Context: an optimization exercise on an open-source flow, tuned for small area and a short achievable clock period. The choices shown serve that exercise and are no tape-out recipe.
RTL that was checked went through simulation tests only; none was proved equivalent to the original.
The clock input has no modelled driver; a real chip could not lean on it and would need a root buffer or a full tree.

the baseline:
Design apb_top, start of the top module:
module apb_top (
 input PCLK,
 input PRESETn,
 input transfer,
 input read_write,
 input  [7:0] write_addr,
 input  [7:0] write_data,
 input  [7:0] read_addr,
 output [7:0] read_data_out
);
For scale: ~3800 cells after synthesis, ~2200 flip-flops, about 36 I/O pins.
==> module apb_master, before the edit <==
module apb_master (
  input PCLK,
  input PRESETn,
  input transfer,
  input read_write,
  input  [7:0] write_addr,
  input  [7:0] write_data,
  input  [7:0] read_addr,
  output [15:0] ins_h_n,     
  output [3:0]  ins_l_n,     
  output [7:0] wdata,        
  output [63:0] lo_n,        
  output reg [7:0] hi,       
  input  [7:0] rdata,
  output reg [7:0] read_data_out
);
  reg st1, st2, st3;         
  reg wr1, wr2, wr3;         
  reg wm;                    
  reg wm4;                   
  reg [15:0] ins_h;          
  reg [3:0]  ins_l;          
  reg rd1, rd2;              
  reg [2:0] cnt;             
  reg [7:0] addr;
  reg vis;                   
  reg [7:0] wbyte;
  reg wpol;                  
  reg [7:0] rhold;           
  reg rpol;                  
  reg [7:0] rshadow;
  wire idle  = ~(st1 | st2 | st3);
  wire start = idle & transfer;
  wire [7:0] addr_d  = idle ? (read_write ? write_addr : read_addr) : addr;
  always @(posedge PCLK or negedge PRESETn) begin
    if (!PRESETn) begin
      st1 <= 1'b0; st2 <= 1'b0; st3 <= 1'b0;
      wr1 <= 1'b0; wr2 <= 1'b0; wr3 <= 1'b0;
      wm  <= 1'b0;
      rd1 <= 1'b0; rd2 <= 1'b0;
    end else begin
      st1 <= start;
      st2 <= st1;
      st3 <= st2;
      wr1 <= start & read_write;
      wr2 <= wr1;
      wr3 <= wr2;
      wm  <= ((start & read_write) | wr1 | wr2) & (addr_d[1:0] == ~cnt[1:0]);
      rd1 <= start & ~read_write;
      rd2 <= rd1;
    end
  end
  wire wnow = wm | wm4;
  assign ins_h_n = ~({16{wnow}} & ins_h);
  assign ins_l_n = ins_l;
  genvar c;
  wire [7:0]  raddr_d = idle ? read_addr : addr;
  wire [15:0] lo_dec_n;
  wire        vis_d;
  apb_rdec u_rdec (.a(raddr_d[4:0]), .cnt(cnt[1:0]), .lo_n(lo_dec_n), .vis(vis_d));
  wire [2:0] x_now  = {1'b0, addr[1:0]} + cnt + 3'd7;
  wire [2:0] x_next = {1'b0, addr_d[1:0]} + cnt;
  assign wdata = wbyte ^ {8{wpol}};
  wire [7:0] rbyte = rhold ^ {8{rpol}};
  generate
    for (c = 0; c < 4; c = c + 1) begin : g_lo
      apb_lo_reg u_lo (.PCLK(PCLK), .d(lo_dec_n), .q_n(lo_n[16*c +: 16]));
    end
  endgenerate
  wire take1 = rd1 & vis;    
  wire take2 = rd2 & vis;    
  always @(posedge PCLK) begin
    cnt   <= cnt + 3'd1;
    wm4   <= wr3 & (addr[1:0] == ~cnt[1:0]);
    wpol  <= x_next[2];
    ins_h <= 16'h1 << addr_d[7:4];
    ins_l <= ~(4'h1 << addr_d[3:2]);
    addr  <= addr_d;
    if (idle)
      wbyte <= write_data;
    hi    <= 8'h1 << raddr_d[7:5];
    vis   <= vis_d;
    if (take1 | take2) begin
      rhold <= rdata;
      rpol  <= x_now[2];
    end
    rshadow <= rbyte;
    read_data_out <= rd2 ? rshadow : rbyte;
  end
endmodule
==> module apb_slave, before the edit <==
module apb_slave (
  input PCLK,
  input [15:0] ins_h_n,
  input [3:0]  ins_l_n,
  input [7:0]  wdata,
  input [63:0] lo_n,         
  input [7:0]  hi,
  output [7:0] rdata
);
  reg [2047:0] mem;
  genvar h, b, k, i;
  generate
    for (k = 0; k < 64; k = k + 1) begin : g_ring
      wire [7:0] d0;
      wire ins;
      rd_nor2 u_ins (.a(ins_h_n[k/4]), .b(ins_l_n[k%4]), .y(ins));
      for (b = 0; b < 8; b = b + 1) begin : g_in
        rd_mux2i u_in (.a0(mem[(4*k+3)*8+b]), .a1(wdata[b]), .s(ins), .y(d0[b]));
      end
      always @(posedge PCLK) begin
        mem[(4*k+0)*8 +: 8] <= d0;
        mem[(4*k+1)*8 +: 8] <= mem[(4*k+0)*8 +: 8];
        mem[(4*k+2)*8 +: 8] <= mem[(4*k+1)*8 +: 8];
        mem[(4*k+3)*8 +: 8] <= mem[(4*k+2)*8 +: 8];
      end
    end
    for (b = 0; b < 8; b = b + 1) begin : g_b
      wire [7:0] z;
      for (h = 0; h < 8; h = h + 1) begin : g_grp
        wire [7:0] t;
        wire [3:0] u;
        for (i = 0; i < 8; i = i + 1) begin : g_t
          rd_oai22 u_t (.a1(mem[(4*(8*h+i)+0)*8+b]), .a2(lo_n[16*(h/2)+2*i]),
                        .b1(mem[(4*(8*h+i)+2)*8+b]), .b2(lo_n[16*(h/2)+2*i+1]), .y(t[i]));
        end
        for (i = 0; i < 4; i = i + 1) begin : g_u
          rd_nor2 u_u (.a(t[2*i]), .b(t[2*i+1]), .y(u[i]));
        end
        rd_nand4 u_z (.a(u[0]), .b(u[1]), .c(u[2]), .d(u[3]), .y(z[h]));
      end
      wire [3:0] v;
      for (i = 0; i < 4; i = i + 1) begin : g_v
        rd_aoi22 u_v (.a1(z[2*i]), .a2(hi[2*i]), .b1(z[2*i+1]), .b2(hi[2*i+1]), .y(v[i]));
      end
      rd_and4 u_r (.a(v[0]), .b(v[1]), .c(v[2]), .d(v[3]), .y(rdata[b]));
    end
  endgenerate
endmodule
==> module apb_top, before the edit <==
module apb_top (
 input PCLK,
 input PRESETn,
 input transfer,
 input read_write,
 input  [7:0] write_addr,
 input  [7:0] write_data,
 input  [7:0] read_addr,
 output [7:0] read_data_out
);
 wire [15:0] ins_h_n;
 wire [3:0]  ins_l_n;
 wire [7:0]  wdata;
 wire [63:0] lo_n;
 wire [7:0]  hi;
 wire [7:0]  rdata;
    apb_master master (
     .PCLK(PCLK), .PRESETn(PRESETn), .transfer(transfer), .read_write(read_write),
     .write_addr(write_addr), .write_data(write_data), .read_addr(read_addr),
     .ins_h_n(ins_h_n), .ins_l_n(ins_l_n), .wdata(wdata), .lo_n(lo_n), .hi(hi),
     .rdata(rdata), .read_data_out(read_data_out)
    );
    apb_slave slave (
     .PCLK(PCLK), .ins_h_n(ins_h_n), .ins_l_n(ins_l_n), .wdata(wdata), .lo_n(lo_n), .hi(hi), .rdata(rdata)
    );
endmodule
Settings: LEC_CHECK=0, CAP_MARGIN=40, CORE_MARGIN=2, CORE_UTILIZATION=60, PLACE_DENSITY=0.7, SETUP_SLACK_MARGIN=4.6, SLEW_MARGIN=70, SYNTH_HIERARCHICAL=1; clock period 7.0 ns.
standard.sh (not shown) runs the stock make flow with config.mk's settings and CLKGATE_MAP_FILE= SYNTH_SCRIPT=/design/flow/synth_recipe.tcl, a recipe that flattens the netlist after the stock synthesis.
==> flow/flow/run.sh <==
#!/bin/bash
# The standard layout (standard.sh) with hooks into its steps:
#   flow/downsize.tcl (PRE_FLOORPLAN_TCL) sets logic cells to their
#     smallest size; the floorplan's repair_timing and the later repair
#     steps size up what timing needs.
#   flow/clock_tree.tcl (PRE_CTS_TCL) builds a two-level clock tree in place
#     of TritonCTS.
#   The port buffers are buf_2 cells (BUFFER_PORTS_ARGS).
# The make output goes to standard.log here; ORFS keeps each step's own log
# under orfs/logs/.
set -euo pipefail
export PRE_FLOORPLAN_TCL="$PWD/flow/downsize.tcl"
export PRE_CTS_TCL="$PWD/flow/clock_tree.tcl"
export BUFFER_PORTS_ARGS="-buffer_cell sky130_fd_sc_hd__buf_2"
bash standard.sh > standard.log 2>&1
Other scripts of this flow, unchanged in this note and not shown: flow/flow/clock_tree.tcl, flow/flow/downsize.tcl
--- input diff the baseline..the candidate ---
--- a/flow/design.v
+++ b/flow/design.v
@@ -9,7 +9,7 @@
   output [15:0] ins_h_n,     
   output [3:0]  ins_l_n,     
   output [7:0] wdata,        
-  output [63:0] lo_n,        
+  output [31:0] lo_n,        
   output reg [7:0] hi,       
   input  [7:0] rdata,
   output reg [7:0] read_data_out
@@ -63,7 +63,7 @@
   assign wdata = wbyte ^ {8{wpol}};
   wire [7:0] rbyte = rhold ^ {8{rpol}};
   generate
-    for (c = 0; c < 4; c = c + 1) begin : g_lo
+    for (c = 0; c < 2; c = c + 1) begin : g_lo
       apb_lo_reg u_lo (.PCLK(PCLK), .d(lo_dec_n), .q_n(lo_n[16*c +: 16]));
     end
   endgenerate
@@ -111,7 +111,7 @@
   input [15:0] ins_h_n,
   input [3:0]  ins_l_n,
   input [7:0]  wdata,
-  input [63:0] lo_n,         
+  input [31:0] lo_n,         
   input [7:0]  hi,
   output [7:0] rdata
 );
@@ -138,8 +138,8 @@
         wire [7:0] t;
         wire [3:0] u;
         for (i = 0; i < 8; i = i + 1) begin : g_t
-          rd_oai22 u_t (.a1(mem[(4*(8*h+i)+0)*8+b]), .a2(lo_n[16*(h/2)+2*i]),
-                        .b1(mem[(4*(8*h+i)+2)*8+b]), .b2(lo_n[16*(h/2)+2*i+1]), .y(t[i]));
+          rd_oai22 u_t (.a1(mem[(4*(8*h+i)+0)*8+b]), .a2(lo_n[16*(h/4)+2*i]),
+                        .b1(mem[(4*(8*h+i)+2)*8+b]), .b2(lo_n[16*(h/4)+2*i+1]), .y(t[i]));
         end
         for (i = 0; i < 4; i = i + 1) begin : g_u
           rd_nor2 u_u (.a(t[2*i]), .b(t[2*i+1]), .y(u[i]));
@@ -185,7 +185,7 @@
  wire [15:0] ins_h_n;
  wire [3:0]  ins_l_n;
  wire [7:0]  wdata;
- wire [63:0] lo_n;
+ wire [31:0] lo_n;
  wire [7:0]  hi;
  wire [7:0]  rdata;
     apb_master master (
==> summary.txt <==
The candidate — cell count after synthesis about 0.8% lower, the baseline as reference. On minimum clock period, the candidate does worse than the baseline. The candidate ends up with lower tap cell count than the baseline does. The baseline -> the candidate: hold slack flat. Compared with the baseline, the candidate instantiates a smaller number of standard cells. The final layouts of the baseline and the candidate pass the timing, design-rule and antenna checks.
The RTL of the baseline was laid out without a check of its function. In every run of this note, the design's own scripts or RTL, not TritonCTS, make the clock network.

-- port drivers added, routing unchanged --
How much do the figures lean on ideal ports? The routed layouts below were timed once more, with nothing changed but the port constraints. Step 1 sets driving cells, clkbuf_16 on the clock port and buf_2 on the other inputs (assumed; they add their load-dependent delay and slew). Step 2 times the ports against the registers' clock, not the clock port: input delays grow and output delays shrink by t, the midpoint of the rising clock arrivals with the driver on. a / b / c = ideal ports / drivers / drivers and shift; a / b = the first two.
run	t (ns)	setup slack, ns	worst setup path after step 2
the baseline	0.671	4.642 / 4.484 / 4.244	input to register
the candidate	0.678	4.636 / 4.473 / 4.240	input to register
After both steps setup and hold are still met in every run listed. The setup slack of the baseline, which loses most, moves by -0.158 ns with the drivers and by -0.398 ns with both steps.
